From an optimization exercise on the open Yosys and OpenROAD flow, aimed at small area; shortcuts taken in it are not production practice.
In this exercise RTL edits were held to simulation tests only and were not proved equivalent to the original.
Power figures rest on the tool's default switching activity, not on a simulated workload.

--- design/flow/flow/run.sh ---
#!/bin/bash
# Layout flow: the standard ORFS flow (same config.mk, same steps and
# synthesis script) with three changes:
#   - ABC maps the logic with flow/abc.script (area oriented, no buffering)
#   - the port buffers are sky130_fd_sc_hd__buf_1
#   - clock tree synthesis inserts no dummy loads
# Each tool's full output is kept under orfs/logs; make's own output in make.log.
set -euo pipefail
W=$(pwd)
cat > "$W/flow_synth.tcl" <<EOS
proc abc {args} {
  set i [lsearch \$args -script]
  if {\$i >= 0} { lset args [expr {\$i + 1}] $W/flow/abc.script }
  yosys abc {*}\$args
}
source $W/synth_recipe.tcl
EOS
make -C "$FLOW_HOME" DESIGN_CONFIG="$W/config.mk" WORK_HOME="$W/orfs" CLKGATE_MAP_FILE= \
    SYNTH_SCRIPT="$W/flow_synth.tcl" \
    BUFFER_PORTS_ARGS="-buffer_cell sky130_fd_sc_hd__buf_1" \
    CTS_ARGS="-sink_clustering_enable -repair_clock_nets -sink_clustering_size 8 -sink_clustering_max_diameter 40 -buf_list sky130_fd_sc_hd__clkbuf_4 -dont_use_dummy_load" \
    finish > "$W/make.log" 2>&1
R="$W/orfs/results/$FLOW_PLATFORM/gomoku/base"
: # left out here: write the final layout as DEF
--- design/flow/flow/abc.script ---
strash
dc2
dch -f
amap
&get -n
&st
&deepsyn -T 60
&dch -f
&nf -p -R 1000 -C 32 -F 8
&put
--- design/flow/constraint.sdc ---
create_clock -name core_clock -period 12.0 [get_ports {clk}]
set_input_delay 2.4000 -clock core_clock [delete_from_list [all_inputs] [get_ports {clk}]]
set_output_delay 2.4000 -clock core_clock [all_outputs]
set_load 0.01 [all_outputs]
--- design/flow/config.mk ---
export PLATFORM = sky130hd
export DESIGN_NAME = gomoku
export DESIGN_NICKNAME = gomoku
export VERILOG_FILES = /design/flow/design.v
export SDC_FILE = /design/flow/constraint.sdc
export NUM_CORES = 8
export LEC_CHECK = 0
export ABC_AREA = 0
export CAP_MARGIN = 5
export CORE_MARGIN = 2
export CORE_UTILIZATION = 70
export PLACE_DENSITY = 0.85
export SLEW_MARGIN = 5
--- design/flow/design.v ---
module gomoku(
    input        clk,
    input        rst,
    input        Btn0,
    output [3:0] VGA_R,     output [3:0] VGA_G,  output [3:0] VGA_B,
    output       VGA_HS,    output       VGA_VS,
    output [3:0] KeyPadRow, input  [3:0] KeyPadCol,
    output [7:0] Dot_row,
    output [7:0] Dot1_col,
    output [7:0] Dot2_col,
    output [6:0] HEX0,      output [6:0] HEX1
);
    reg [5:0] ph;
    always @(posedge clk or negedge rst) begin
        if (!rst) ph <= 6'd2;
        else      ph <= ph + 6'd1;
    end
    wire       en_vga = ~ph[0];
    wire       tick   = ph[1] & ph[0];
    wire [1:0] krow   = ph[3:2];
    wire [2:0] drow   = ph[5:3] + {2'b00, ph[2] & ph[1]};
    assign KeyPadRow = ~(4'b0001 << krow);
    assign Dot_row   = ~(8'b00000001 << drow);
    function ge5;                
        input [4:0] x;
        input [4:0] c;
        integer b;
        begin
            ge5 = 1'b1;
            for (b = 0; b < 5; b = b + 1)
                ge5 = c[b] ? (x[b] & ge5) : (x[b] | ge5);
        end
    endfunction
    function ge10;               
        input [9:0] x;
        input [9:0] c;
        integer b;
        begin
            ge10 = 1'b1;
            for (b = 0; b < 10; b = b + 1)
                ge10 = c[b] ? (x[b] & ge10) : (x[b] | ge10);
        end
    endfunction
    function [3:0] step4;
        input [3:0] x;
        input       en;
        input       dn;
        integer b;
        reg t;
        begin
            t = en;
            for (b = 0; b < 4; b = b + 1) begin
                step4[b] = x[b] ^ t;
                t = t & (x[b] ^ dn);
            end
        end
    endfunction
    wire key_any = (KeyPadCol != 4'b1111);
    reg [3:0] key_now;
    always @(*) begin
        key_now = 4'h0;
        case (krow)
            2'd0: key_now = !KeyPadCol[3] ? 4'h0 : !KeyPadCol[2] ? 4'h1 : !KeyPadCol[1] ? 4'h4 : 4'h7;
            2'd1: key_now = !KeyPadCol[3] ? 4'hA : !KeyPadCol[2] ? 4'h2 : !KeyPadCol[1] ? 4'h5 : 4'h8;
            2'd2: key_now = !KeyPadCol[3] ? 4'hB : !KeyPadCol[2] ? 4'h3 : !KeyPadCol[1] ? 4'h6 : 4'h9;
            2'd3: key_now = !KeyPadCol[3] ? 4'hF : !KeyPadCol[2] ? 4'hE : !KeyPadCol[1] ? 4'hD : 4'hC;
        endcase
    end
    wire [2:0] kc_now = (key_now == 4'h6) ? 3'd0 : (key_now == 4'h4) ? 3'd1 :
                        (key_now == 4'h2) ? 3'd2 : (key_now == 4'h8) ? 3'd3 :
                        (key_now == 4'h5) ? 3'd4 : 3'd5;
    reg [2:0] kst;           
    reg [2:0] kc;
    reg       ev1, ev2;
    always @(posedge clk or negedge rst) begin
        if (!rst) begin
            kst <= 3'd0;
            kc  <= 3'd0;
            ev1 <= 1'b0;
            ev2 <= 1'b0;
        end else if (tick) begin
            ev1 <= 1'b0;
            ev2 <= ev1;
            if (kst == 3'd0) begin
                if (key_any) begin
                    kst <= 3'd1;
                    kc  <= kc_now;
                    ev1 <= 1'b1;
                end
            end else if (kst == 3'd7) begin
                kst <= 3'd0;
            end else begin
                kst <= key_any ? 3'd1 : kst + 3'd1;
            end
        end
    end
    wire key_valid = tick & ev2;
    reg       cp;            
    reg [1:0] place_result;
    reg       game_over;
    reg       turn_reset;
    reg       pending;       
    reg       btn0_prev;
    reg [3:0] cur_r, cur_c;
    reg       occ_reg;       
    reg       win1, win2;    
    wire      timeout_pulse;
    wire      occ_t_now;     
    reg [4:0] hc, hx, vc, vy;    
    reg       urun;          
    wire [3:0] tr, tc;       
    wire confirm  = (~Btn0 & btn0_prev) | (key_valid && kc == 3'd4);
    wire key_dir   = ~kc[2];
    wire do_move  = key_valid && !game_over && !pending && urun;
    always @(posedge clk or negedge rst) begin
        if (!rst) begin
            cp           <= 1'b0;
            place_result <= 2'b00;
            game_over    <= 1'b0;
            turn_reset   <= 1'b0;
            pending      <= 1'b0;
            btn0_prev    <= 1'b1;
            cur_r        <= 4'd0;
            cur_c        <= 4'd0;
            occ_reg      <= 1'b0;
        end else begin
            turn_reset <= 1'b0;
            btn0_prev  <= Btn0;
            if (pending) begin
                pending <= 1'b0;
                occ_reg <= 1'b1;
                if ((cp ^ turn_reset) ? win2 : win1) game_over <= 1'b1;
                else begin
                    cp         <= ~cp;
                    turn_reset <= 1'b1;
                end
            end
            if (do_move) occ_reg <= occ_t_now;
            if (!game_over && !pending) begin
                if (timeout_pulse) begin
                    cp           <= ~cp;
                    place_result <= 2'b00;
                    turn_reset   <= 1'b1;
                end
                if (key_valid && key_dir)
                    place_result <= 2'b00;
                if (do_move) begin
                    cur_r <= tr;
                    cur_c <= tc;
                end
                if (confirm) begin
                    if (!occ_reg) begin
                        pending      <= 1'b1;
                        place_result <= 2'b01;
                    end else begin
                        place_result <= 2'b10;
                    end
                end
            end
        end
    end
    reg [8:0] tcnt;
    reg [3:0] sec_t, sec_o;
    reg       tout;
    wire      tend = (tcnt == 9'h021);
    always @(posedge clk or negedge rst) begin
        if (!rst) begin
            tcnt  <= 9'd0;
            sec_t <= 4'd9;
            sec_o <= 4'd9;
            tout  <= 1'b0;
        end else begin
            tout <= 1'b0;
            if (turn_reset) begin
                tcnt  <= 9'd0;
                sec_t <= 4'd9;
                sec_o <= 4'd9;
            end else if (!game_over) begin
                if (tend) begin
                    tcnt <= 9'd0;
                    if (sec_t != 4'd0 || sec_o != 4'd0) begin
                        if (sec_o == 4'd0) begin
                            sec_o <= 4'd9;
                            sec_t <= sec_t - 4'd1;
                        end else begin
                            sec_o <= sec_o - 4'd1;
                        end
                        if (sec_t == 4'd0 && sec_o == 4'd1) tout <= 1'b1;
                    end
                end else begin
                    tcnt <= {tcnt[7:0], ~(tcnt[8] ^ tcnt[4])};
                end
            end
        end
    end
    assign timeout_pulse = tout;
    function [6:0] seg7;
        input [3:0] d;
        begin
        seg7[0] = ~((d[3]) | (d[2] & d[0]) | (~d[2] & ~d[0]) | (d[1]));
        seg7[1] = ~((~d[1] & ~d[0]) | (~d[2]) | (d[1] & d[0]));
        seg7[2] = (~d[2] & d[1] & ~d[0]);
        seg7[3] = (d[2] & ~d[1] & ~d[0]) | (~d[3] & ~d[2] & ~d[1] & d[0]) | (d[2] & d[1] & d[0]);
        seg7[4] = (d[2] & ~d[1]) | (d[0]);
        seg7[5] = (~d[2] & d[1]) | (~d[3] & ~d[2] & d[0]) | (d[1] & d[0]);
        seg7[6] = (~d[3] & ~d[2] & ~d[1]) | (d[2] & d[1] & d[0]);
        end
    endfunction
    assign HEX0 = seg7(sec_o);
    assign HEX1 = seg7(sec_t);
    reg  [255:0] occ, bp2;
    wire [255:0] occ_d, bp2_d;
    wire [15:0] rsel = 16'd1 << cur_r;
    wire [15:0] csel = 16'd1 << cur_c;
    wire wen = pending & ~occ_reg;
    genvar gi, gj;
    generate
        for (gi = 0; gi < 16; gi = gi + 1) begin : g_wr
            gk_setrow u_o (.rw(wen & rsel[gi]),      .c(csel), .q(occ[16*gi +: 16]), .d(occ_d[16*gi +: 16]));
            gk_setrow u_p (.rw(wen & cp & rsel[gi]), .c(csel), .q(bp2[16*gi +: 16]), .d(bp2_d[16*gi +: 16]));
        end
    endgenerate
    always @(posedge clk or negedge rst) begin
        if (!rst) begin
            occ <= 256'd0;
            bp2 <= 256'd0;
        end else begin
            occ <= occ_d;
            bp2 <= bp2_d;
        end
    end
    wire trig_key = tick && (kst == 3'd0) && key_any;
    wire [1:0] mv_now = kc_now[1:0];
    wire mv_ok = ~kc_now[2] &&
                 ((kc_now[1:0] == 2'd0) ? (cur_r != 4'd0) : (kc_now[1:0] == 2'd1) ? (cur_r != 4'd15) :
                  (kc_now[1:0] == 2'd2) ? (cur_c != 4'd0) : (cur_c != 4'd15));
    wire trig = trig_key & mv_ok;
    wire [3:0] s  = trig ? 4'd0 : ({1'b0, ev2, ph[1:0]} + 4'd1);
    wire busy = trig | (urun & (ev1 | ev2));
    wire uswap = urun & ~ev1 & ~ev2;
    wire [1:0] m  = trig ? mv_now : kc[1:0];
    assign tr = step4(cur_r, ~m[1], ~m[0]);
    assign tc = step4(cur_c, m[1], ~m[0]);
    reg signed [4:0] k;
    always @(*) begin
        case (s)
            4'd0: k = -5'sd4;
            4'd1: k =  5'sd4;
            4'd2: k = -5'sd3;
            4'd3: k =  5'sd3;
            4'd4: k = -5'sd2;
            4'd5: k =  5'sd2;
            4'd6: k = (m == 2'd1) ?  5'sd1 : -5'sd1;
            4'd7: k = (m[1]) ?  5'sd1 : 5'sd0;
            default: k = (m == 2'd1) ? -5'sd1 : (m == 2'd0) ? 5'sd1 : 5'sd0;
        endcase
    end
    wire [4:0] ra  = {1'b0, tr} + k;
    wire [4:0] cd  = {1'b0, tc} + k;
    wire [4:0] ca  = {1'b0, tc} - k;
    wire row_ok = ~ra[4];
    wire [3:0] pa = busy ? ra[3:0] : vc[3:0];
    wire [15:0] pasel = 16'd1 << pa;
    wire [15:0] po, pq;
    generate
        for (gj = 0; gj < 16; gj = gj + 1) begin : g_port
            wire [15:0] col_o, col_q;
            for (gi = 0; gi < 16; gi = gi + 1) begin : g_b
                assign col_o[gi] = occ[16*gi + gj];
                assign col_q[gi] = bp2[16*gi + gj];
            end
            gk_sel16 u_o (.s(pasel), .d(col_o), .o(po[gj]));
            gk_sel16 u_q (.s(pasel), .d(col_q), .o(pq[gj]));
        end
    endgenerate
    wire [2:0] co, cq, cor, cqr;
    wire [3:0] nc;           
    wire [3:0] va = busy ? tc : nc;
    gk_mux16 u_pv_o (.a(va),      .d(po), .o(cor[0]));
    gk_mux16 u_pv_q (.a(va),      .d(pq), .o(cqr[0]));
    gk_mux16 u_pd_o (.a(cd[3:0]), .d(po), .o(cor[1]));
    gk_mux16 u_pd_q (.a(cd[3:0]), .d(pq), .o(cqr[1]));
    gk_mux16 u_pa_o (.a(ca[3:0]), .d(po), .o(cor[2]));
    gk_mux16 u_pa_q (.a(ca[3:0]), .d(pq), .o(cqr[2]));
    wire [2:0] pk_ok = {row_ok & ~ca[4], row_ok & ~cd[4], row_ok};
    assign co = cor & pk_ok;
    assign cq = cqr & pk_ok;
    wire [5:0] cpk = {cq, co & ~cq};       
    reg [11:0] rx, ry;
    reg acc1, acc2;
    reg occ_t;
    integer e;
    wire [11:0] hwin;
    genvar gq;
    generate
        for (gq = 0; gq < 12; gq = gq + 1) begin : g_hw
            assign hwin[gq] = ge5({1'b0, tc}, gq) & ~ge5({1'b0, tc}, gq + 5);
        end
    endgenerate
    wire [15:0] tcsel = 16'd1 << tc;
    wire h1, h2;
    gk_run5 u_h1 (.m((po & ~pq) | tcsel), .w(hwin), .y(h1));
    gk_run5 u_h2 (.m(pq | tcsel),         .w(hwin), .y(h2));
    wire is_h = (k == 5'sd0);
    assign occ_t_now = ((s == 4'd8) && is_h) ? cor[0] : occ_t;
    wire first_n  = (s == 4'd6);
    wire s_first  = (s[3:1] == 3'd0);      
    wire second_n = (s == 4'd8 && !is_h) || (s == 4'd7 && m[1]);
    wire side_f   = (m == 2'd1);           
    reg [11:0] rx_d, ry_d;
    reg [5:0]  fin;                        
    reg [1:0]  rs, ro;
    reg        x1, x2;
    always @(*) begin
        for (e = 0; e < 6; e = e + 1) begin
            rs = side_f ? ry[2*e +: 2] : rx[2*e +: 2];
            ro = side_f ? rx[2*e +: 2] : ry[2*e +: 2];
            x1 = cpk[e] & (rs == 2'd3);
            x2 = cpk[e] ? (rs[1] | ro[1] | (rs[0] & ro[0])) : (ro == 2'd3);
            if (first_n) begin
                rx_d[2*e +: 2] = {x2, x1};
                ry_d[2*e +: 2] = {x2, x1};
            end else begin
                rx_d[2*e +: 2] = ry[2*e +: 2];
                ry_d[2*e +: 2] = {cpk[e] & ~s_first & (rx[2*e+1] ^ rx[2*e]), cpk[e] & (s_first | ~rx[2*e])};
            end
            fin[e] = second_n & (cpk[e] ? rx[2*e+1] : rx[2*e]);
        end
    end
    always @(posedge clk or negedge rst) begin
        if (!rst) begin
            urun  <= 1'b0;
            acc1  <= 1'b0;
            acc2  <= 1'b0;
            win1  <= 1'b0;
            win2  <= 1'b0;
            occ_t <= 1'b0;
            rx    <= 12'd0;
            ry    <= 12'd0;
        end else begin
            rx <= rx_d;
            ry <= ry_d;
            if (trig) begin
                urun <= 1'b1;
                acc1 <= 1'b0;
                acc2 <= 1'b0;
            end else if (uswap) begin
                urun <= 1'b0;
                win1 <= acc1;
                win2 <= acc2;
            end
            if (busy) begin
                if (is_h) begin
                    occ_t <= cor[0];
                    if (h1) acc1 <= 1'b1;
                    if (h2) acc2 <= 1'b1;
                end
                if (|fin[2:0]) acc1 <= 1'b1;
                if (|fin[5:3]) acc2 <= 1'b1;
            end
        end
    end
    wire h_last = (hc == 5'd25) && (hx == 5'd3);      
    wire h_wrap = (hc == 5'd28) && (hx == 5'd15);     
    always @(posedge clk or negedge rst) begin
        if (!rst) begin
            hc <= 5'd25; hx <= 5'd4;
            vc <= 5'd18; vy <= 5'd5;
        end else if (en_vga) begin
            if (h_wrap) begin
                hc <= 5'd0; hx <= 5'd0;
            end else if (hx == 5'd27) begin
                hc <= hc + 5'd1; hx <= 5'd0;
            end else begin
                hx <= hx + 5'd1;
            end
            if (h_last) begin
                if (vc == 5'd18 && vy == 5'd20) begin
                    vc <= 5'd0; vy <= 5'd0;
                end else if (vy == 5'd27) begin
                    vc <= vc + 5'd1; vy <= 5'd0;
                end else begin
                    vy <= vy + 5'd1;
                end
            end
        end
    end
    wire h0 = (hc == 5'd25) && (hx == 5'd4);           
    wire hs_on = ge10({hc, hx}, {5'd20, 5'd1}) & ~ge10({hc, hx}, {5'd23, 5'd13});
    assign VGA_HS = ~hs_on;
    wire vs_on = h0 ? ((vc == 5'd16 && vy == 5'd27) || (vc == 5'd17 && vy == 5'd0))
                    : (vc == 5'd16 && (vy == 5'd26 || vy == 5'd27));
    assign VGA_VS = ~vs_on;
    wire left_border = ge10({hc, hx}, {5'd25, 5'd4});                  
    wire vis_x = left_border | ~ge10({hc, hx}, {5'd19, 5'd12});
    wire vis_y = ge10({vc, vy}, {5'd18, 5'd5}) | ~ge10({vc, vy}, {5'd16, 5'd16});
    wire visible  = vis_x & vis_y;
    wire in_board = ~hc[4] & ~vc[4];
    reg [1:0] vcell;         
    wire in_sq_x  = ge5(hx, 5'd4) & ~ge5(hx, 5'd24);
    wire vtail    = ge5(hx, 5'd24);                    
    assign nc     = hc[4] ? 4'd0 : hc[3:0] + {3'd0, vtail};
    wire vref     = ~busy & (hc[4] | ~in_sq_x);
    wire vw       = wen & (cur_r == vc[3:0]) & (cur_c == nc);
    always @(posedge clk or negedge rst) begin
        if (!rst) vcell <= 2'b00;
        else      vcell <= (vref ? {cqr[0], cor[0]} : vcell) | {vw & cp, vw};
    end
    wire v_occ = vcell[0];
    wire v_p2  = vcell[1];
    wire is_cursor = (vc[3:0] == cur_r) && (hc[3:0] == cur_c);
    wire grid_pixel = (hx == 5'd0) || (vy == 5'd0) || (hx == 5'd27) || (vy == 5'd27);
    wire in_stone   = in_sq_x & ge5(vy, 5'd4) & ~ge5(vy, 5'd24);
    wire cur_outline = ~ge5(hx, 5'd2) | ~ge5(vy, 5'd2) | ge5(hx, 5'd26) | ge5(vy, 5'd26);
    wire cur_cross  = (ge5(hx, 5'd13) & ~ge5(hx, 5'd16) & ge5(vy, 5'd8) & ~ge5(vy, 5'd21)) |
                      (ge5(vy, 5'd13) & ~ge5(vy, 5'd16) & ge5(hx, 5'd8) & ~ge5(hx, 5'd21));
    reg [3:0] r_o, g_o, b_o;
    always @(*) begin
        r_o = 4'h0; g_o = 4'h0; b_o = 4'h0;
        if (visible) begin
            r_o = 4'hD; g_o = 4'h9; b_o = 4'h4;
            if (in_board) begin
                if (grid_pixel) begin
                    r_o = 4'h0; g_o = 4'h6; b_o = 4'h0;
                end
                if (v_occ && in_stone) begin
                    r_o = {4{v_p2}}; g_o = {4{v_p2}}; b_o = {4{v_p2}};
                end
                if (is_cursor && (cur_outline || cur_cross)) begin
                    r_o = {4{cp}}; g_o = {4{cp}}; b_o = {4{cp}};
                end
            end
        end
    end
    assign VGA_R = r_o;
    assign VGA_G = g_o;
    assign VGA_B = b_o;
    reg [7:0] pat1, pat2;
    reg [1:0] dcq;
    integer i;
    wire [1:0] rp = drow[1:0] ^ {2{drow[2]}};
    always @(*) begin
        for (i = 0; i < 8; i = i + 1) begin
            dcq = (i < 4) ? i : 7 - i;
            pat1[i] = (place_result[0] & ({1'b0, rp} + {1'b0, dcq} != 3'd4)) |
                      (place_result[1] & ((rp != dcq) || (dcq == 2'd0)));
        end
        pat2 = 8'b00000000;
        if (game_over) begin
            if (!cp) begin
                case (drow)
                    3'd7: pat2 = 8'b11110011;
                    3'd6: pat2 = 8'b11100011;
                    3'd5: pat2 = 8'b11000011;
                    3'd4: pat2 = 8'b11110011;
                    3'd3: pat2 = 8'b11110011;
                    3'd2: pat2 = 8'b11110011;
                    3'd1: pat2 = 8'b11000001;
                    3'd0: pat2 = 8'b11111111;
                endcase
            end else begin
                case (drow)
                    3'd7: pat2 = 8'b11100011;
                    3'd6: pat2 = 8'b11001101;
                    3'd5: pat2 = 8'b11111001;
                    3'd4: pat2 = 8'b11110011;
                    3'd3: pat2 = 8'b11100111;
                    3'd2: pat2 = 8'b11001111;
                    3'd1: pat2 = 8'b11000001;
                    3'd0: pat2 = 8'b11111111;
                endcase
            end
        end
    end
    assign Dot1_col = ~pat1;
    assign Dot2_col = ~pat2;
endmodule
module gk_setrow(
    input         rw,
    input  [15:0] c,
    input  [15:0] q,
    output [15:0] d
);
    genvar i;
    generate
        for (i = 0; i < 16; i = i + 1) begin : g
            gk_ao21 u (.a(rw), .b(c[i]), .c(q[i]), .y(d[i]));
        end
    endgenerate
endmodule
module gk_ao21(
    input  a,
    input  b,
    input  c,
    output y
);
    assign y = (a & b) | c;
endmodule
module gk_sel16(
    input  [15:0] s,
    input  [15:0] d,
    output        o
);
    wire a, b;
    gk_sel8 u0 (.s(s[7:0]),  .d(d[7:0]),  .o(a));
    gk_sel8 u1 (.s(s[15:8]), .d(d[15:8]), .o(b));
    assign o = a | b;
endmodule
module gk_sel8(
    input  [7:0] s,
    input  [7:0] d,
    output       o
);
    assign o = |(s & d);
endmodule
module gk_mux16(
    input  [3:0]  a,
    input  [15:0] d,
    output        o
);
    assign o = d[a];
endmodule
module gk_run5(
    input  [15:0] m,
    input  [11:0] w,
    output        y
);
    wire [14:0] p2 = m[14:0] & m[15:1];
    wire [12:0] p4 = p2[12:0] & p2[14:2];
    wire [11:0] p5 = p4[11:0] & m[15:4];
    assign y = |(p5 & w);
endmodule
--- design/flow/standard.sh ---
#!/bin/bash
# synth_recipe.tcl (not shown) runs the flow's synth.tcl, then flattens the netlist and writes it again
# the make line also repeats each setting of config.mk as NAME=value (left out here)
make -C /OpenROAD-flow-scripts/flow DESIGN_CONFIG=/design/flow/config.mk WORK_HOME=/design/flow/orfs CLKGATE_MAP_FILE= SYNTH_SCRIPT=/design/flow/synth_recipe.tcl "${@:-finish}"
==> metrics list, run 1 <==
- Run status: complete, no violations
- STA classifies the critical path endpoint as a flip-flop.
* Top cells by area, synth: dfrtp_1 55%, o21bai_1 7.9%, a21o_1 6.4%
* Area Overhead vs Synth: 7.72%
* Total Die Area: 40500 um2
- For the pin with the worst max-slew slack, the measured transition is 1320 ps.
* Family of cells with the greatest summed delay on the critical path: compound AO/OA/AOI/OAI gates
- Buffers placed on the I/O ports in this run total 62.
- Distinct cell type count of the synthesized netlist: 58
* Sum of overflow across all layers after global routing: 0
- Dividing the detail-routed wire length by the instance count gives 26.9 um.
- Count of yosys warnings during synthesis: 1
- Summed over all cells, the static leakage comes to 15.0 nW.
- The share of total power dissipated in the clock network is 0.292.
- Width of the die: 201 um
- In this run the most critical hold path is launched from occ[81].
- Across the VDD grid, the largest voltage drop is 0.119 mV.
* Internal power of the cells: 2.58 mW
- Critical Path RT: 12710 ps
- The floorplan has 72 rows.
* Reg-to-reg startpoint: ph[0]
* Wire length of the first global-routing pass: 132000 um
* Setup bufs post-CTS: 0
- Combinational cell fraction of total power: 0.093
- Multi-input logic area: 11700 um2
- Most frequent CP cell: nor2_1
* Switching fraction of total power: 0.270
- Clock network latency to the later pin of the worst-skew pair: 840 ps
* Cell type with the highest aggregate area in the netlist: dfrtp_1
- DR DRC count: 0
- Synthesis handed over a netlist of 2426 instances.
- 63 I/O pins were placed.
- The root buffer cell chosen for the clock tree is clkbuf_4.
- For this run, the post-layout net count is 2693.
* Tot Pwr: 3.53 mW
- The synthesized netlist occupies a cell area of 27300 um2.
- Of the total power, registers draw 0.615.
* Sum of negative setup slack: 0 ps
* Via count of the first global-routing pass: 22890
* Net Switching: 0.954 mW
- Number of buffers inserted during clock tree synthesis: 94
* CP arrival: 11470 ps
- Layout filler cell count: 2692
* Post-synthesis register bit count: 612
- Setup repair after global routing left no endpoint under its margin.
- The number of buffers and inverters on the critical path is 3.
- Final setup skew: 71.2 ps
- TritonCTS built the clock tree.
* Worst slew margin relative to its limit: 0.119
- The number of gates resized after CTS was 0.
- Starting DRC count in detailed routing: 2870
* Via total after detailed routing: 22703
- Worst setup startpoint: KeyPadCol[2]
- Worst hold-check slack: 462 ps
- Each instance of the synthesized netlist takes up on average 11.2 um2.
- The most common cell in the synthesized netlist is dfrtp_1.
* Detailed Route WL: 84900 um
- Clock transition at the registers of the reported paths: 80 ps
* Power per cell area: 120 nW/um2
- Max-cap violations in this run came to 0.
- Number of hold buffers added after CTS: 0
* Clock H-tree levels: 3
- Height of the die: 201 um
- Post-DR vias/cell: 7.20
- Routability-driven placement finished with a final weighted congestion of 0.984.
- Critical Path Slowest Stage Cell: a2111oi_0
- For this run, the register share of the synthesized area comes to 0.563.
- Share of Yosys cell area claimed by the top area cell type: 0.549
- Counting every net in the synthesized netlist gives 2484.
* Core area: 38600 um2
* Highest clock frequency the design can meet: 92.9 MHz
- Number of pins with negative max-slew slack in the final report: 0
- The initial utilization of the core area, before any placement, comes to 0.707.
- For this run, the slowest stage of the critical path takes 1010 ps.
* Final Hold Vio Count: 0
- For this run, asynchronously set or reset flops after synthesis account for 1.00.
* Most frequent cells after synthesis: 598 x dfrtp_1, 288 x o21bai_1, 232 x a21o_1, 215 x nand2_1, 155 x nor2_1
- Number of antenna violations at the first check in global routing: 1
- For this run, the total global-route usage over all layers was measured as 0.426.
- For this run, the detailed router's first-pass iteration total came to 9.
- Number of clock sinks: 612
- In the finished design, the share of the clock period the worst path needs comes to 0.897.
- Subtracting the final worst setup slack from the clock period gives 10760 ps.
* Fraction of layout instances using a drive strength above 1: 0.0733
- Number of routed nets with antenna violations: 0
- Pin count of the biggest net entering global routing: 181
- The critical path is of the input port to flip-flop type.
- Estimated wirelength of the detail-placed design: 54900 um
* Final setup vio count: 0
- Yosys mapped a number of flops with a built-in enable equal to 0.
- Along the worst path, the maximum fanout reaches 18.
* Kind of launch point of the worst setup path: input port
- The register with the most flip-flops in the layout has 257 of them.
- The clock passes through at most 3 buffers.
- Leading register cell type out of synthesis: dfrtp_1
* Tightest Hold Check Type: flip-flop to flip-flop
- Across the whole layout, storage elements account for 15300 um2.
worst register-to-register path, delay by kind of cell (launching register included):
family                   cells  cell delay [ps]
AO/OA/AOI/OAI               10             3680
AND/OR/NAND/NOR             13             3320
adder cells (fa/ha/maj)      2              970
multiplexers                 2              800
flip-flops                   1              680
buffers and inverters        2              400
XOR/XNOR                     1              190
through the flow:
stage / instances / setup slack (ps) / instance area, um2 / utilization
global placement: 3057 / 1020 / 28600 / 0.743
detailed placement: 3057 / 612 / 28600 / 0.743
global route: 3152 / 429 / 29400 / 0.761
CTS: 3151 / 1470 / 29400 / 0.761
finish: 3153 / 1240 / 29400 / 0.761
floorplan: 2426 / 2480 / 27300 / -
layout by cell type (no fill, tap or decap), types with 7 or more instances in the layout:
cell type	synthesis	final
a22o_1	23	23
and3_1	9	9
nand2b_1	24	24
dfrtp_1	598	598
a222oi_1	59	59
and2_0	13	12
a221oi_1	15	15
o31ai_1	11	11
buf_1	0	61
dfstp_2	14	14
mux2i_1	19	19
nor2b_1	22	19
o21a_1	7	7
nand3_1	66	66
buf_4	15	64
ha_1	48	48
xor2_1	16	16
o21bai_1	288	288
o22ai_1	15	15
a21o_1	232	232
a211oi_1	21	21
nand4_1	35	35
o21ai_0	68	68
nand2_1	215	215
nor2_1	155	143
a22oi_1	118	118
clkinv_1	46	46
mux2_1	8	8
a31oi_1	23	23
clkbuf_4	0	95
o211ai_1	8	8
nor3_1	45	43
xnor2_1	34	34
a21oi_1	73	73
per-layer routing:
metal,GRT usage,share of wire,vias to the layer above
met5,0,0,-
met4,0.242,0.056,0
li1,-,-,9612
met1,0.553,0.37,11262
met2,0.644,0.45,1504
met3,0.132,0.12,325
power groups by stage:
stage                     clock [mW]  sequential [mW]  combinational [mW]
after global placement             0             2.21               0.316
final                           1.03             2.17               0.329
after global routing            1.13             2.18               0.367
after floorplan                    0             2.19               0.218
after detailed placement           0             2.21               0.328
after CTS                       1.04             2.17               0.329
cells by family after synthesis:
| logic type | count (synthesis) | share of synthesized area |
|---|---|---|
| buffers and inverters | 61 | 0.0105 |
| adder cells (fa/ha/maj) | 51 | 0.0242 |
| flip-flops | 612 | 0.563 |
| AND/OR/NAND/NOR | 611 | 0.102 |
| XOR/XNOR | 50 | 0.0161 |
| AO/OA/AOI/OAI | 1014 | 0.274 |
| multiplexers | 27 | 0.0103 |
final timing paths:
check                      slack, ps       end  depth (start not counted)
setup / recovery                1240      acc1                         31
hold / removal                   460   occ[81]                          1
setup reg to reg                1850      acc1                         30
hold reg to reg                  460   occ[81]                          1
max in group asynchronous       8040  bp2[133]                          3
min in group asynchronous       1570  sec_o[2]                          1
layout make-up:
class / instances / share of cell area
sequential: 612 / 0.522
multi-input combinational: 1753 / 0.400
timing repair buffer: 128 / 0.0258
clock buffer: 94 / 0.0240
tap: 518 / 0.0221
inverter: 46 / 0.00588
antenna: 2 / 0.000170
==> inputs of run 2 (changes only) <==
--- a/design/flow/config.mk
+++ b/design/flow/config.mk
@@ -9,5 +9,4 @@
 export CAP_MARGIN = 5
 export CORE_MARGIN = 2
 export CORE_UTILIZATION = 70
-export PLACE_DENSITY = 0.85
 export SLEW_MARGIN = 5
==> run 2 against run 1 <==
Compared with the run above:
- critical endpoint unchanged
- die area unchanged
- critical path depth rose by 2
- critical path type unchanged
- sequential power hardly changed
- utilization fell by 0.094 points
- wire length decreased by 0.61%
- still clean on timing, DRC and antenna
==> metrics list, run 2 <==
- Most frequent cells after synthesis: 598 x dfrtp_1, 288 x o21bai_1, 232 x a21o_1, 215 x nand2_1, 155 x nor2_1
- The synthesized netlist contains 58 unique library cells.
- Number of buffers inserted during clock tree synthesis: 93
- After filler insertion, the fill cell instance count of the layout stands at 2619.
- Counting instances, the worst hold path has a depth of 1.
* Clock transition at the registers of the reported paths: 90 ps
* Element type at the critical path end: flip-flop
* Net Switching: 0.950 mW
- Among all cell types in the netlist, the one instantiated most often is dfrtp_1.
- Setup repair after global routing missed its margin: false
- Maximum capacitance violations: 0
- In this run the core area contains 72 standard-cell rows.
* Final Hold Vio Count: 0
* Detailed Route WL: 84400 um
* Part of the total power dissipated in the clock network: 0.291
* Sum of overflow across all layers after global routing: 0
- The number of global-route vias before repair is 22950.
- Final routed wire length divided by cell count: 26.8 um
- Buffers inserted to repair hold after CTS numbered 0.
- For this run, the number of Yosys warnings is 1.
* Final setup skew: 136 ps
- The run finished with no timing, DRC or antenna violations.
- Buffers placed on the I/O ports in this run total 62.
- Estimated wirelength of the detail-placed design: 55000 um
* DR DRC count: 0
* Detailed-router iteration count before antenna repair: 25
- For this run, asynchronously set or reset flops after synthesis account for 1.00.
- In this run the number of H-tree levels came out at 3.
- Commonest cells after routing, fill and taps aside: 598 x dfrtp_1, 288 x o21bai_1, 232 x a21o_1
* Mux cell area share after synthesis: 0.0103
* Highest clock frequency the design can meet: 92.9 MHz
- Number of instances in the placed design: 3052
- Headroom to the max-slew limit came out at 0.175.
- Gate count of the mapped netlist: 2426
- Minimum period implied by the final worst setup slack: 10760 ps
* Critical path fanouts, max: 19
- Of the total synthesized cell area, the portion taken by AND, OR, NAND and NOR gates is 0.102.
* Minimum setup slack after placement: 702 ps
- The largest individual stage delay along the critical path comes from the cell a2111oi_0.
- In this run the horizontal extent of the chip is 201 um.
* Final estimated routing congestion in global placement: 0.972
- Cell type with the highest aggregate area in the netlist: dfrtp_1
- For the worst setup path, the data arrival time is 11450 ps.
- Sum of negative setup slack: 0 ps
* Area Overhead vs Synth: 7.58%
- In this run the remaining antenna-violating nets after routing total 0.
* Final Cycle Share: 0.897
- Dividing the synthesized area by the synthesized cell count gives 11.2 um2.
* Dominant combinational cell family by area after synthesis: compound AO/OA/AOI/OAI gates
- Final setup vio count: 0
* Clock root buffer: clkbuf_4
- Synthesized Nets: 2484
- Tightest Hold Check Type: flip-flop to flip-flop
- Final Non-Filler Cells: 3148
- Number of clock sinks: 612
- Data on the critical path is required at its endpoint by 12690 ps.
* Starting density of the core: 0.707
* Source of the worst hold timing path: ry[5]
- Of the total synthesized cell area, the portion taken by XOR and XNOR cells is 0.0161.
* Least setup slack across all paths after layout: 1240 ps
* Setup bufs post-CTS: 0
- Summed over all cells, the static leakage comes to 15.0 nW.
- Fraction of layout instances using a drive strength above 1: 0.0712
- Worst setup path category: input port to flip-flop
* Share of Yosys cell area claimed by the top area cell type: 0.549
* Share of total power in sequential cells: 0.616
- Counting flops with a built-in enable in the synthesized netlist gives 0.
- Of the total power, the share spent switching nets is 0.269.
- The area fraction in compound gates after synthesis came to 0.274.
- Clock tree from TritonCTS: yes
- Internal power of the cells: 2.58 mW
* Worst reg2reg path endpoint: acc1
- Post-synthesis register bit count: 612
- Wire length of the first global-routing pass: 132000 um
* Number of antenna violations at the first check in global routing: 4
- In the global route stage, overall resource usage came out at 0.425.
- Of the total synthesized cell area, the portion taken by full adders, half adders and majority gates is 0.0242.
* Worst reg-to-reg path cell count: 32
- I/O pin count: 63
- In this run the standard cell core region covers 38600 um2.
- Using the TritonRoute via totals, the vias-per-cell ratio works out to 7.21.
* Reg-to-reg startpoint: ph[0]
- The number of pins exceeding their max-slew limit in the final report is 0.
* Share of synthesized area occupied by flip-flops and latches: 0.563
- For this run, the leading register cell type out of synthesis is dfrtp_1.
- The die covers 40500 um2.
- Power per cell area: 120 nW/um2
* Flip-flop count of the largest register, all copies and words added: 257
- Sink of the worst hold path: rx[5]
- Measured along the y axis, the die boundary spans 201 um.
- Register-to-register setup slack: 1900 ps
- Kind of launch point of the worst setup path: input port
* Top cells by area, synth: dfrtp_1 55%, o21bai_1 7.9%, a21o_1 6.4%
- Nets@finish: 2687
- Post-cts repair resize count: 0
- For the pin with the worst max-slew slack, the measured transition is 1240 ps.
* Area of the mapped netlist: 27300 um2
- Pin count of the biggest net entering global routing: 185
- Of the total power, combinational logic draws 0.093.
* Most common library cell in the layout ignoring fill and taps: dfrtp_1
- For this block, the initial DRC count from the detailed router was 3211.
- Detailed routing inserted a total of 22695 vias.
- Counting along the longest clock path gives a buffer depth of 3.
- Clock network latency to the later pin of the worst-skew pair: 860 ps
- Worst voltage drop across the vdd grid: 0.141 mV
- Delay of the slowest critical-path stage: 810 ps
==> run 2: cell counts after synthesis <==
No cell type changed its count.
==> run 2: cell families after synthesis <==
logic type	after synthesis
flip-flops	612
AO/OA/AOI/OAI	1014
adder cells (fa/ha/maj)	51
multiplexers	27
buffers and inverters	61
XOR/XNOR	50
AND/OR/NAND/NOR	611
==> run 2: worst max path at each step <==
stage,start,to,slack (ps),depth (start not counted)
after floorplan,KeyPadCol[2],acc2,2480,33
after global placement,KeyPadCol[2],acc2,1190,36
after detailed placement,KeyPadCol[2],acc1,700,33
after CTS,KeyPadCol[2],acc1,1460,33
after global routing,KeyPadCol[2],acc1,460,33
final,KeyPadCol[2],acc1,1240,33
==> run 2: worst max-delay path: cells and delay by family <==
family / cells / cell delay (ps)
muxes: 2 / 820
AOI/OAI and AO/OA: 12 / 3820
and+or+nand+nor: 15 / 3570
adders and majority gates: 1 / 280
xor gates and xnor gates: 1 / 190
buffers and inverters: 2 / 340
==> run 2: per-stage QoR <==
stage	hold WS, ps	area, um2	utilization	total power, mW
after floorplan	424	27300	-	2.41
after detailed placement	444	28600	0.742	2.54
after CTS	445	29300	0.760	3.53
after global placement	433	28600	0.742	2.52
final	435	29300	0.760	3.53
after global routing	474	29300	0.760	3.67
==> run 2: final cells by class <==
class / count / area [um2] / area share
clock buffers: 93 / 698 / 0.0238
flip-flops and latches: 612 / 15300 / 0.523
multi-input cells: 1753 / 11700 / 0.400
repair buffers: 123 / 732 / 0.0250
well taps: 518 / 648 / 0.0221
diodes: 3 / 7.51 / 0.000256
inverters: 46 / 173 / 0.00589
==> run 2: routing by layer <==
layer  routed length, um  GRT usage  part of all wire
met1               30700      0.549              0.36
met2               38200      0.654              0.45
met3               10500      0.132              0.12
met4                5000      0.223             0.059
met5                  23          0           0.00027
==> run 2: power groups by stage <==
stage	Clock, mW	Sequential [mW]	Combinational (mW)
CTS	1.03	2.17	0.329
global route	1.12	2.18	0.368
floorplan	0	2.19	0.218
finish	1.03	2.17	0.329
detailed placement	0	2.21	0.327
global placement	0	2.21	0.316
==> inputs of run 3 (changes only) <==
--- a/design/flow/flow/run.sh
+++ b/design/flow/flow/run.sh
@@ -1,7 +1,8 @@
 #!/bin/bash
 # Layout flow: the standard ORFS flow (same config.mk, same steps and
-# synthesis script) with three changes:
+# synthesis script) with four changes:
 #   - ABC maps the logic with flow/abc.script (area oriented, no buffering)
+#   - adders are left to ABC (no separate half/full adder mapping)
 #   - the port buffers are sky130_fd_sc_hd__buf_1
 #   - clock tree synthesis inserts no dummy loads
 # Each tool's full output is kept under orfs/logs; make's own output in make.log.
@@ -16,7 +17,7 @@
 source $W/synth_recipe.tcl
 EOS
 make -C "$FLOW_HOME" DESIGN_CONFIG="$W/config.mk" WORK_HOME="$W/orfs" CLKGATE_MAP_FILE= \
-    SYNTH_SCRIPT="$W/flow_synth.tcl" \
+    SYNTH_SCRIPT="$W/flow_synth.tcl" ADDER_MAP_FILE= \
     BUFFER_PORTS_ARGS="-buffer_cell sky130_fd_sc_hd__buf_1" \
     CTS_ARGS="-sink_clustering_enable -repair_clock_nets -sink_clustering_size 8 -sink_clustering_max_diameter 40 -buf_list sky130_fd_sc_hd__clkbuf_4 -dont_use_dummy_load" \
     finish > "$W/make.log" 2>&1
==> run 3 against run 2 <==
Compared with the run above:
- utilization rose by 0.36 points
- fmax grew 3.5%
- sequential share of layout area rose by 1.1 points
- synthesized cell count decreased by 2.8%
- clock power about the same
- die area is 2.1% lower
- worst hold slack improved by 29 ps
- sequential cell count did not move
- register-to-register slack improved by 360 ps
- final cell count down 2.6%
- first-iteration DRC count down 1.9%
- final area shrank 2.1%
- still clean
==> metrics list, run 3 <==
* Distinct cell type count of the synthesized netlist: 61
- Async SR Flop Fraction: 1.00
- Post-DR vias/cell: 7.41
- Run status: complete, no violations
* Setup bufs post-CTS: 0
- Highest clock frequency the design can meet: 96.2 MHz
- Worst slew margin relative to its limit: 0.0816
- Across all register-to-register paths, the minimum setup slack is 2260 ps.
* Top cells by area, synth: dfrtp_1 56%, o21bai_1 8.6%, a21o_1 6.1%
- Clock root buffer: clkbuf_4
* Number of instances in the placed design: 2971
- At the worst endpoint, the required time is 12690 ps.
- Sum of overflow across all layers after global routing: 0
- Number of antenna violations at the first check in global routing: 2
- Nets@finish: 2560
- Counting stages on the worst path, the most repeated cell is nand2_1.
* Via total after detailed routing: 22734
- Sum of negative setup slack: 0 ps
- Minimum period implied by the final worst setup slack: 10400 ps
- Counting the fill cells in the layout gives 2490.
* Clock transition at the registers of the reported paths: 90 ps
- Setup repair after global routing left no endpoint under its margin.
- For this design the top-level I/O count stands at 63.
* Number of buffers inserted during clock tree synthesis: 91
- The die covers 39700 um2.
* Number of hold buffers added after CTS: 0
- Depth of the worst hold-timing path: 1
* Gate count of the mapped netlist: 2358
* Power per cell area: 132 nW/um2
- The wire-length estimate of the detail-placed layout is 54600 um.
* Leading register cell type out of synthesis: dfrtp_1
- The first detailed-routing pass took 10 iterations.
- The startpoint identified for the worst register-to-register timing path is ph[1].
- Entering global routing, the biggest net connects 185 pins.
* Global-route total usage across every layer: 0.444
- The startpoint identified for the worst hold timing path is occ[54].
- Post-synthesis register bit count: 612
- On the worst path, the slowest cell contributes a delay of 1160 ps.
- The clock reaches the later pin of the worst-skew pair after 870 ps.
* Count of yosys warnings during synthesis: 1
- Static leakage: 14.4 nW
- Final Hold Vio Count: 0
* Cell with the most instances after synthesis: dfrtp_1
- Worst voltage drop across the vdd grid: 0.126 mV
- Worst reg2reg path endpoint: acc2
* Area Overhead vs Synth: 7.60%
- Fraction of layout instances using a drive strength above 1: 0.0706
- Across the run, the number of max-cap violations was 0.
* Wire length of the first global-routing pass: 131000 um
- Via count of the first global-routing pass: 22373
- Worst setup path category: input port to flip-flop
- Worst setup startpoint: KeyPadCol[2]
* Area of the mapped netlist: 26700 um2
* Element type at the critical path end: flip-flop
* CP arrival: 11090 ps
* Kind of launch point of the worst setup path: input port
- The clock arrives with 131 ps of skew.
- At the end of routability-driven placement, the weighted congestion stood at 0.994.
- The number of pins exceeding their max-slew limit in the final report is 0.
- The worst hold path terminates at occ[54].
* Most common library cell in the layout ignoring fill and taps: dfrtp_1
* Share of Yosys cell area claimed by the top area cell type: 0.561
- The largest total area in the synthesized netlist belongs to dfrtp_1.
- The first routing iteration left 3149 violations.
- Port bufs: 62
- Worst reg-to-reg path cell count: 29
- Ranked by instance count, the synthesized netlist is headed by 598 x dfrtp_1, 306 x o21bai_1, 217 x a21o_1, 214 x a22oi_1, 180 x nor2_1.
* Average size of a mapped cell: 11.3 um2
- After detailed routing, the average wire length per cell comes to 28.1 um.
* Critical path fanouts, max: 32
- Share of synthesized area occupied by flip-flops and latches: 0.575
* Cell row count: 71
- The initial utilization of the core area, before any placement, comes to 0.710.
- At the pin with the least slew margin, the transition time is 1370 ps.
* Number of routed nets with antenna violations: 0
- Flip-flop count of the largest register, all copies and words added: 257
- Detailed Route WL: 86100 um
* Critical Path Slowest Stage Cell: nor2_4
- The floorplan step defined a core boundary enclosing 37600 um2.
* DR DRC count: 0
- Post-synth EDFFs: 0
* Tightest Hold Check Type: flip-flop to flip-flop
- The number of gates resized after CTS was 0.
- Synthesized Nets: 2365
* Final Non-Filler Cells: 3066
* Clock tree from TritonCTS: yes
- The clock net in this run drives a total of 612 sinks.
* Width of the die: 199 um
- Dividing the final minimum period by the clock period gives 0.867.
* Clock H-tree levels: 3
* Maximum clock path buffer count: 3
* Final setup vio count: 0
- Height of the die: 199 um
* Commonest cells after routing, fill and taps aside: 598 x dfrtp_1, 306 x o21bai_1, 217 x a21o_1
-- run 3: cell count changes in the layout (fill, tap and decap cells not counted), sizes merged, moves of 28 or more --
cell / change
a22oi: +96
clkinv: -28
ha: -48
nand3: -28
nand4: +38
a222oi: -30
nand2: -65
-- run 3: kinds of logic (layout without fill, tap and decap cells) --
group | count (synthesis) | count (layout) | share of synthesized area
XOR/XNOR | 56 | 56 | 0.0184
adder cells (fa/ha/maj) | 2 | 2 | 0.000750
AO/OA/AOI/OAI | 1012 | 1012 | 0.277
other | 0 | 4 | 0
flip-flops | 612 | 612 | 0.575
AND/OR/NAND/NOR | 612 | 612 | 0.111
multiplexers | 31 | 31 | 0.0121
buffers and inverters | 33 | 226 | 0.00675
-- run 3: final cells by class --
| class | count | area [um2] | share of cell area |
|---|---|---|---|
| clock buffer | 91 | 683 | 0.0238 |
| inverter | 18 | 67.6 | 0.00235 |
| multi-input combinational | 1713 | 11300 | 0.394 |
| sequential | 612 | 15300 | 0.534 |
| timing repair buffer | 117 | 674 | 0.0235 |
| tap | 511 | 639 | 0.0223 |
| antenna | 4 | 10.0 | 0.000349 |
-- run 3: how the worst max path moves through the flow --
| stage | endpoint | slack [ps] |
|---|---|---|
| floorplan | acc1 | 2670 |
| global placement | acc1 | 1430 |
| detailed placement | acc1 | 1060 |
| CTS | acc2 | 1870 |
| global route | acc1 | 1020 |
| finish | acc2 | 1600 |
-- run 3: stage by stage --
stage / total power [mW] / setup slack [ps] / util / cell area, um2 / hold slack, ps
final: 3.80 / 1600 / 0.764 / 28700 / 464
after global routing: 3.95 / 1020 / 0.764 / 28700 / 473
after CTS: 3.79 / 1870 / 0.764 / 28700 / 462
after detailed placement: 2.81 / 1060 / 0.746 / 28000 / 444
after global placement: 2.79 / 1430 / 0.746 / 28000 / 437
after floorplan: 2.60 / 2670 / - / 26700 / 427
-- run 3: report_power, final --
part | switching, mW | internal [mW]
clock | 0.666 | 0.347
combinational | 0.381 | 0.194
sequential | 0.0893 | 2.12
-- run 3: critical path: cells and delay by family --
| kind | cells | cell delay (ps) |
|---|---|---|
| AOI/OAI and AO/OA | 9 | 2340 |
| muxes | 2 | 670 |
| buffers and inverters | 1 | 130 |
| xor gates and xnor gates | 2 | 450 |
| and+or+nand+nor | 16 | 5080 |
-- run 3: metal layers --
layer / track usage / share of wire / vias up
li1: - / - / 9351
met1: 0.585 / 0.37 / 11272
met5: 0 / 0 / -
met3: 0.143 / 0.13 / 435
met4: 0.245 / 0.064 / 0
met2: 0.657 / 0.44 / 1676
==> inputs of run 4 (changes only) <==
--- a/design/flow/design.v
+++ b/design/flow/design.v
@@ -13,7 +13,7 @@
     reg [5:0] ph;
     always @(posedge clk or negedge rst) begin
         if (!rst) ph <= 6'd2;
-        else      ph <= ph + 6'd1;
+        else      ph <= inc6(ph);
     end
     wire       en_vga = ~ph[0];
     wire       tick   = ph[1] & ph[0];
@@ -21,6 +21,30 @@
     wire [2:0] drow   = ph[5:3] + {2'b00, ph[2] & ph[1]};
     assign KeyPadRow = ~(4'b0001 << krow);
     assign Dot_row   = ~(8'b00000001 << drow);
+    function [5:0] inc6;
+        input [5:0] x;
+        integer b;
+        reg t;
+        begin
+            t = 1'b1;
+            for (b = 0; b < 6; b = b + 1) begin
+                inc6[b] = x[b] ^ t;
+                t = t & x[b];
+            end
+        end
+    endfunction
+    function [3:0] dec4;
+        input [3:0] x;
+        integer b;
+        reg t;
+        begin
+            t = 1'b1;
+            for (b = 0; b < 4; b = b + 1) begin
+                dec4[b] = x[b] ^ t;
+                t = t & ~x[b];
+            end
+        end
+    endfunction
     function ge5;                
         input [4:0] x;
         input [4:0] c;
@@ -90,7 +114,7 @@
             end else if (kst == 3'd7) begin
                 kst <= 3'd0;
             end else begin
-                kst <= key_any ? 3'd1 : kst + 3'd1;
+                kst <= key_any ? 3'd1 : inc6({3'd0, kst}) ;
             end
         end
     end
@@ -181,9 +205,9 @@
                     if (sec_t != 4'd0 || sec_o != 4'd0) begin
                         if (sec_o == 4'd0) begin
                             sec_o <= 4'd9;
-                            sec_t <= sec_t - 4'd1;
+                            sec_t <= dec4(sec_t);
                         end else begin
-                            sec_o <= sec_o - 4'd1;
+                            sec_o <= dec4(sec_o);
                         end
                         if (sec_t == 4'd0 && sec_o == 4'd1) tout <= 1'b1;
                     end
@@ -370,17 +394,17 @@
             if (h_wrap) begin
                 hc <= 5'd0; hx <= 5'd0;
             end else if (hx == 5'd27) begin
-                hc <= hc + 5'd1; hx <= 5'd0;
+                hc <= inc6({1'b0, hc}); hx <= 5'd0;
             end else begin
-                hx <= hx + 5'd1;
+                hx <= inc6({1'b0, hx});
             end
             if (h_last) begin
                 if (vc == 5'd18 && vy == 5'd20) begin
                     vc <= 5'd0; vy <= 5'd0;
                 end else if (vy == 5'd27) begin
-                    vc <= vc + 5'd1; vy <= 5'd0;
+                    vc <= inc6({1'b0, vc}); vy <= 5'd0;
                 end else begin
-                    vy <= vy + 5'd1;
+                    vy <= inc6({1'b0, vy});
                 end
             end
         end
@@ -399,7 +423,7 @@
     reg [1:0] vcell;         
     wire in_sq_x  = ge5(hx, 5'd4) & ~ge5(hx, 5'd24);
     wire vtail    = ge5(hx, 5'd24);                    
-    assign nc     = hc[4] ? 4'd0 : hc[3:0] + {3'd0, vtail};
+    assign nc     = hc[4] ? 4'd0 : (vtail ? inc6({2'b0, hc[3:0]}) : hc[3:0]);
     wire vref     = ~busy & (hc[4] | ~in_sq_x);
     wire vw       = wen & (cur_r == vc[3:0]) & (cur_c == nc);
     always @(posedge clk or negedge rst) begin
--- a/design/flow/config.mk
+++ b/design/flow/config.mk
@@ -6,7 +6,7 @@
 export NUM_CORES = 8
 export LEC_CHECK = 0
 export ABC_AREA = 0
-export CAP_MARGIN = 5
+export CAP_MARGIN = 0
 export CORE_MARGIN = 2
 export CORE_UTILIZATION = 70
-export SLEW_MARGIN = 5
+export SLEW_MARGIN = 0
==> run 4 against run 3 <==
Compared with the run above:
- critical endpoint is now acc1
- via count decreased by 1.3%
- global-route usage increased by 0.69 points
- sequential power about the same
- largest cell class unchanged
==> metrics list, run 4 <==
- Setup repair after global routing left no endpoint under its margin.
- The routed layout has 22439 vias.
- Post-cts repair resize count: 0
* Post-synthesis compound-gate area fraction: 0.277
- The number of pins exceeding their max-slew limit in the final report was 0.
- Clock latency on the worst-skew pair, taken at its later pin, is 890 ps.
* Detailed Route WL: 86800 um
- Worst setup path category: input port to flip-flop
- Synthesis produced a netlist whose cell count is 2322.
* Port bufs: 62
- Synthesized Nets: 2329
- Number of routed nets with antenna violations: 0
* Distinct cell type count of the synthesized netlist: 61
* Static leakage: 14.7 nW
- Clock transition at the registers of the reported paths: 90 ps
- Of the total power, the share spent switching nets is 0.278.
- Dividing the detail-routed wire length by the instance count gives 28.6 um.
- Clock H-tree levels: 3
- Post-synth EDFFs: 0
- The layout has 2509 filler cells.
* Flip-flop count of the largest register, all copies and words added: 257
* Power per cell area: 126 nW/um2
* End-of-flow core utilization: 0.763
- The tool flagged a number of max-cap violations equal to 0.
* Core area: 37600 um2
* Number of antenna violations at the first check in global routing: 2
- Setup crit end: acc1
- Setup bufs post-CTS: 0
* Critical Path Slowest Stage Cell: nor3b_1
* Share of total power in sequential cells: 0.606
- Minimum period implied by the final worst setup slack: 10430 ps
- The congestion estimate from routability-driven global placement came to 1.00.
- At the pin with the least slew margin, the transition time is 1290 ps.
* Commonest cells after routing, fill and taps aside: 598 x dfrtp_1, 273 x o21bai_1, 249 x a21o_1
- Setup violations remaining at the end of the flow were counted as 0.
- Count of yosys warnings during synthesis: 1
* Final setup skew: 126 ps
- The first global-routing pass estimated 132000 um of wire.
- Worst slew margin relative to its limit: 0.136
- Kind of launch point of the worst setup path: input port
- Highest clock frequency the design can meet: 95.8 MHz
- After clock tree synthesis, the flow added hold-fix buffers numbering 0.
- Of the total power, the clock network draws 0.281.
- The share of synthesized area in the top cell type comes to 0.563.
- The most used flip-flop cell after synthesis is dfrtp_1.
- Nets@finish: 2526
* Internal power of the cells: 2.61 mW
* CP arrival: 11120 ps
- VDD sags by at most 0.141 mV.
* Worst reg2reg path endpoint: acc1
* Maximum clock path buffer count: 3
* Post-synthesis register bit count: 612
- Of all cell types, the one taking the most synthesized area is dfrtp_1.
* Fraction of layout instances using a drive strength above 1: 0.0735
- Sum of overflow across all layers after global routing: 0
- Detailed-router iteration count before antenna repair: 8
* Most common library cell in the layout ignoring fill and taps: dfrtp_1
* Combinational cell fraction of total power: 0.113
- Post-DR vias/cell: 7.40
- Along the worst path, the maximum fanout reaches 20.
- Of the synthesized area, sequential elements account for 0.577.
- From synthesis to final layout, the design area changed by 7.78%.
- DR DRC count: 0
* Total Die Area: 39600 um2
- Estimated wirelength of the detail-placed design: 54900 um
- Cell row count: 71
* Via count of the first global-routing pass: 22543
* Most frequent CP cell: nor2_1
* Most frequent cells after synthesis: 598 x dfrtp_1, 273 x o21bai_1, 249 x a21o_1, 173 x nand2_1, 163 x nor2_1
- Pin count of the biggest net entering global routing: 203
* Delay of the slowest critical-path stage: 700 ps
* Dominant combinational cell family by area after synthesis: compound AO/OA/AOI/OAI gates
- The worst register-to-register path begins at ph[1].
* Register-to-register setup slack: 2410 ps
* Share of the synthesized netlist area taken by xor and xnor gates: 0.0178
- Across every metal layer, demand over resource in global routing totals 0.451.
- Counting flops with an async set or reset pin after synthesis yields a share of 1.00.
- The worst setup path is captured at a flip-flop.
- The number of hold-slack violations in the final timing report came to 0.
* Run status: complete, no violations
- Of the total synthesized cell area, the portion taken by full adders, half adders and majority gates is 0.000376.
- The root buffer cell chosen for the clock tree is clkbuf_4.
* Number of clock sinks: 612
- Cell with the most instances after synthesis: dfrtp_1
* Worst setup startpoint: KeyPadCol[2]
- The initial utilization of the core area, before any placement, comes to 0.708.
- Tightest Hold Check Type: flip-flop to flip-flop
- TritonCTS created 92 clock buffers.
* Height of the die: 199 um
- Mux cell area share after synthesis: 0.0140
* Area of the mapped netlist: 26600 um2
- Width of the die: 199 um
- Averaged over all synthesized cells, the footprint is 11.5 um2.
- Sum of negative setup slack: 0 ps
- Starting DRC count in detailed routing: 2974
- In the final layout, flip-flops and latches occupy 15300 um2.
- STA puts the critical path data required time at 12680 ps.
* Area fraction in and, or, nand and nor cells after synthesis: 0.107
* Worst reg-to-reg path cell count: 29
- TritonCTS built the clock tree.
- Multi-input logic area: 11200 um2
- I/O pin count: 63
- Top cells by area, synth: dfrtp_1 56%, o21bai_1 7.7%, a21o_1 7.0%
- Net Switching: 1.00 mW
* Final Cycle Share: 0.869
-- run 4: changes by cell type after synthesis, sizes merged, moves of 10 or more --
cell / previous run / this run
a22oi: 214 / 141
a222oi: 29 / 68
o21bai: 306 / 273
a21o: 217 / 249
nand2: 150 / 173
nor2: 180 / 163
nand4: 73 / 57
a221oi: 1 / 14
a22o: 11 / 21
o21ai: 71 / 61
-- run 4: power by group through the flow --
stage	combinational, mW	clock, mW	sequential, mW
6_report	0.407	1.02	2.19
5_1_grt	0.449	1.11	2.19
4_1_cts	0.402	1.02	2.18
3_5_place_dp	0.399	0	2.23
3_3_place_gp	0.392	0	2.22
2_1_floorplan	0.270	0	2.20
-- run 4: worst min-delay path by stage --
| stage | cells past startpoint | to | from |
|---|---|---|---|
| 5_1_grt | 1 | occ[177] | occ[177] |
| 4_1_cts | 1 | occ[251] | occ[251] |
| 3_3_place_gp | 1 | occ[211] | occ[211] |
| 6_report | 1 | occ[68] | occ[68] |
| 2_1_floorplan | 1 | occ[154] | occ[154] |
| 3_5_place_dp | 1 | occ[3] | occ[3] |
-- run 4: per-layer routing --
layer / global-route usage / up-vias / routed length (um)
met5: 0 / - / 0
met4: 0.264 / 0 / 5470
met3: 0.146 / 428 / 11300
met2: 0.678 / 1705 / 38600
met1: 0.578 / 11040 / 31400
li1: - / 9266 / -
-- run 4: layout make-up --
class                   instances  share of cell area
repair buffers                118              0.0242
clock buffers                  92              0.0241
inverters                      21             0.00275
multi-input cells            1674               0.391
flip-flops and latches        612               0.535
well taps                     511              0.0223
diodes                          3            0.000262
-- run 4: critical path: cells and delay by family --
family,cells,cell delay [ps]
simple gates,12,3720
compound gates,10,2500
buf+inv,3,670
xor+xnor,1,170
mux,3,1170
fa+ha+maj,1,460
-- run 4: stage by stage --
step,cell area [um2],std cells,total power [mW],setup slack [ps],hold WS [ps]
floorplan,26600,2322,2.47,2460,427
global placement,28000,2936,2.61,1470,436
detailed placement,28000,2936,2.62,1150,443
CTS,28700,3028,3.61,1900,460
global route,28700,3031,3.75,1010,468
finish,28700,3031,3.61,1570,459
-- run 4: kinds of logic after synthesis --
kind of cell,after synthesis
multiplexers,34
flip-flops,612
buffers and inverters,36
AO/OA/AOI/OAI,985
adder cells (fa/ha/maj),1
XOR/XNOR,54
AND/OR/NAND/NOR,600
==> inputs of run 5 (changes only) <==
--- a/design/flow/config.mk
+++ b/design/flow/config.mk
@@ -6,7 +6,8 @@
 export NUM_CORES = 8
 export LEC_CHECK = 0
 export ABC_AREA = 0
-export CAP_MARGIN = 0
+export CAP_MARGIN = 5
 export CORE_MARGIN = 2
 export CORE_UTILIZATION = 70
-export SLEW_MARGIN = 0
+export GPL_TIMING_DRIVEN = 0
+export SLEW_MARGIN = 5
==> run 5 against run 4 <==
Compared with the run above:
- sequential power barely moved
- worst hold slack gained 0.93 ps
- non-clock buffer count increased by 11
- combinational power grew 5.2%
- total power grew 0.53%
- wire length up 2.2%
- final cell count grew 0.33%
- sequential cell count unchanged
- synthesized area did not move
- global-route usage up 0.75 points
- synthesized cell count stayed put
==> metrics list, run 5 <==
- Critical Path Slowest Stage Cell: nor3_1
- Kind of launch point of the worst setup path: input port
- Across the run, the number of max-cap violations was 0.
- Estimated wirelength of the detail-placed design: 56900 um
- Worst slew margin relative to its limit: 0.149
* Clock root buffer: clkbuf_4
- Async SR Flop Fraction: 1.00
- For this block, the via count after detailed routing is 22626.
- The initial utilization of the core area, before any placement, comes to 0.708.
- Post-synthesis register bit count: 612
- Along the worst path, the maximum fanout reaches 17.
- The first TritonRoute pass finished after 14 iterations.
- Worst reg2reg path endpoint: acc2
- The number of pins exceeding their max-slew limit in the final report is 0.
* Share of Yosys cell area claimed by the top area cell type: 0.563
* Commonest cells after routing, fill and taps aside: 598 x dfrtp_1, 273 x o21bai_1, 249 x a21o_1
* Setup repair after global routing missed its margin: false
- CP arrival: 12130 ps
- I/O pin count: 63
- For the pin with the worst max-slew slack, the measured transition is 1270 ps.
- Cell with the most instances after synthesis: dfrtp_1
- Core area: 37600 um2
- Run status: complete, no violations
- The startpoint identified for the worst register-to-register timing path is cur_c[0].
- CTS saw 612 sinks.
* Flip-flop count of the largest register, all copies and words added: 257
- Global-route total usage across every layer: 0.458
* Count of yosys warnings during synthesis: 1
* Cell row count: 71
- The critical path runs through a total of 29 cells.
- The clock reaches the later pin of the worst-skew pair after 890 ps.
* Width of the die: 199 um
- After detailed routing, the average wire length per cell comes to 29.1 um.
- For this block, the initial DRC count from the detailed router was 3053.
- The cell that appears most often on the critical path is nor2_1.
* Final Cycle Share: 0.954
* Share of total power in sequential cells: 0.602
* Top cells by area, synth: dfrtp_1 56%, o21bai_1 7.7%, a21o_1 7.0%
* Internal power of the cells: 2.62 mW
- Share of synthesized area occupied by flip-flops and latches: 0.577
- Critical Path RT: 12690 ps
- STA classifies the critical path endpoint as a flip-flop.
- Setup violations remaining at the end of the flow were counted as 0.
- Delay of the slowest critical-path stage: 890 ps
- Number of routed nets with antenna violations: 0
* Clock H-tree levels: 3
- The number of global-route vias before repair is 22324.
* Part of the total power dissipated in the clock network: 0.280
- The setup path with the least slack is of type input port to flip-flop.
- The cell family contributing the most delay on the critical path is simple AND/OR/NAND/NOR gates.
- Final Hold Vio Count: 0
- Sum of overflow across all layers after global routing: 0
* Area Overhead vs Synth: 10.3%
* Combinational cell fraction of total power: 0.118
* Tightest Hold Check Type: flip-flop to flip-flop
* Leading register cell type out of synthesis: dfrtp_1
- Entering global routing, the biggest net connects 44 pins.
* Register-to-register setup slack: 800 ps
- For this design the ratio of total power to cell area is 124 nW/um2.
- Most frequent cells after synthesis: 598 x dfrtp_1, 273 x o21bai_1, 249 x a21o_1, 173 x nand2_1, 163 x nor2_1
- The netlist uses 61 different library cells.
- Switching fraction of total power: 0.278
- Worst voltage drop across the vdd grid: 0.113 mV
- The analysis attributes to net switching a power of 1.01 mW.
* Maximum clock path buffer count: 3
* Cell type with the highest aggregate area in the netlist: dfrtp_1
- Based on the critical path, the design can be clocked at up to 87.4 MHz.
* Setup crit end: acc2
- Overall power consumption after layout is estimated at 3.63 mW.
- Worst setup startpoint: KeyPadCol[2]
- Counting the fill cells in the layout gives 2401.
- A synthesized cell averages 11.5 um2.
- Static leakage: 14.9 nW
- In this run the cell area of the synthesized design comes to 26600 um2.
* Wire length of the first global-routing pass: 133000 um
- TritonCTS built the clock tree.
- Setup bufs post-CTS: 0
- Number of antenna violations at the first check in global routing: 2
- Fraction of layout instances using a drive strength above 1: 0.0851
- Height of the die: 199 um
* Synthesized Nets: 2329
* DR DRC count: 0
- TritonCTS created 91 clock buffers.
* Gate count of the mapped netlist: 2322
- At the end of the flow, the number of nets in the layout was 2536.
- Most common library cell in the layout ignoring fill and taps: dfrtp_1
- Final setup skew: 95.6 ps
- Post-DR vias/cell: 7.44
- The worst path needs 11440 ps of the cycle, external delays included.
- The congestion estimate from routability-driven global placement came to 0.963.
* Post-synth EDFFs: 0
- Worst hold-check slack: 460 ps
* Buffer and inverter count on the worst path: 2
- In this run, post-CTS hold repair placed 0 buffers.
* Port bufs: 62
- The die covers 39600 um2.
- Clock transition at the registers of the reported paths: 90 ps
- Counting cells, the worst reg-to-reg path comes to 26.
- The routed design has 88600 um of wire.
run 5: cell counts after synthesis:
Identical to the previous run, type by type.
run 5: layout make-up:
cell class,instances,area (um2),area share
antenna,3,7.51,0.000256
buffer,15,113,0.00384
timing repair buffer,114,1170,0.0400
clock buffer,91,683,0.0233
sequential,612,15300,0.523
inverter,21,78.8,0.00269
tap,511,639,0.0218
multi-input combinational,1674,11300,0.385
run 5: how the worst min path moves through the flow:
| stage | startpoint | slack [ps] | cells past startpoint | end |
|---|---|---|---|---|
| 6_report | occ[39] | 460 | 1 | occ[39] |
| 5_1_grt | occ[28] | 470 | 1 | occ[28] |
| 4_1_cts | occ[39] | 460 | 1 | occ[39] |
| 3_5_place_dp | occ[64] | 440 | 1 | occ[64] |
| 3_3_place_gp | occ[42] | 440 | 1 | occ[42] |
| 2_1_floorplan | occ[154] | 430 | 1 | occ[154] |
run 5: cells by family (layout without fill, tap and decap cells):
logic type,after synthesis,in the layout,synth area share
flip-flops,612,612,0.577
AO/OA/AOI/OAI,985,985,0.277
XOR/XNOR,54,54,0.0178
other,0,3,0
multiplexers,34,34,0.0140
adder cells (fa/ha/maj),1,1,0.000376
buffers and inverters,36,241,0.00720
AND/OR/NAND/NOR,600,600,0.107
run 5: through the flow:
| step | cell area, um2 | std cells | utilization | TNS [ps] | setup slack [ps] |
|---|---|---|---|---|---|
| 2_1_floorplan | 26600 | 2322 | - | 0 | 2460 |
| 4_1_cts | 29300 | 3038 | 0.779 | 0 | 693 |
| 3_5_place_dp | 28600 | 2947 | 0.761 | -139 | -133 |
| 5_1_grt | 29300 | 3041 | 0.780 | 0 | 281 |
| 6_report | 29300 | 3041 | 0.780 | 0 | 556 |
| 3_3_place_gp | 27500 | 2895 | 0.731 | - | -20890 |
run 5: what timing repair did:
item / 4_1_cts / 5_1_grt
hold endpoints to repair: 0 / 0
setup endpoints to repair: 0 / 1
resized for setup: 0 / 1
run 5: power by group through the flow:
stage | clock network [mW] | registers, mW | logic [mW]
after CTS | 1.01 | 2.18 | 0.421
after global placement | 0 | 2.22 | 0.387
final | 1.02 | 2.19 | 0.428
after detailed placement | 0 | 2.22 | 0.418
after floorplan | 0 | 2.20 | 0.270
after global routing | 1.10 | 2.19 | 0.469
run 5: routing by layer:
metal  GRT usage  part of all wire
met1       0.605              0.36
met2       0.675              0.44
met3       0.148              0.14
met4       0.259             0.063
met5           0                 0

## afterwards: timing with drivers on the ports
The results above use ideal ports. As a check the final layouts listed here were re-extracted and re-timed, cells and wires unchanged. Step 1: set_driving_cell puts a clkbuf_16 on clk and a buf_2 on each other input, an assumption about the parent block. Step 2, shift: input delay + t, output delay - t, t = (earliest + latest rising clock arrival at the registers) / 2. This alone moves slack from input paths to output paths. Three values: ideal, step 1, step 2; two values: the first two.
| run | shift t [ns] | slack for setup (ns) | worst setup path after step 2 | slew at the worst register clock pin (ns) | pins driven straight from the clock port |
|---|---|---|---|---|---|
| run 1 | 0.857 | 1.240 / 1.270 / 0.413 | input to register | 0.09 / 0.09 | 1 |
| run 2 | 0.848 | 1.238 / 1.273 / 0.425 | input to register | 0.09 / 0.09 | 1 |
| run 3 | 0.862 | 1.600 / 1.630 / 0.769 | input to register | 0.10 / 0.10 | 1 |
| run 4 | 0.869 | 1.567 / 1.587 / 0.718 | input to register | 0.10 / 0.10 | 1 |
| run 5 | 0.887 | 0.556 / 0.592 / -0.295 | input to register | 0.10 / 0.10 | 1 |
With both steps, setup timing fails in run 5, where it was met with ideal ports. For run 5, which loses most, drivers alone change the setup slack by +0.036 ns; drivers and shift together by -0.851 ns.
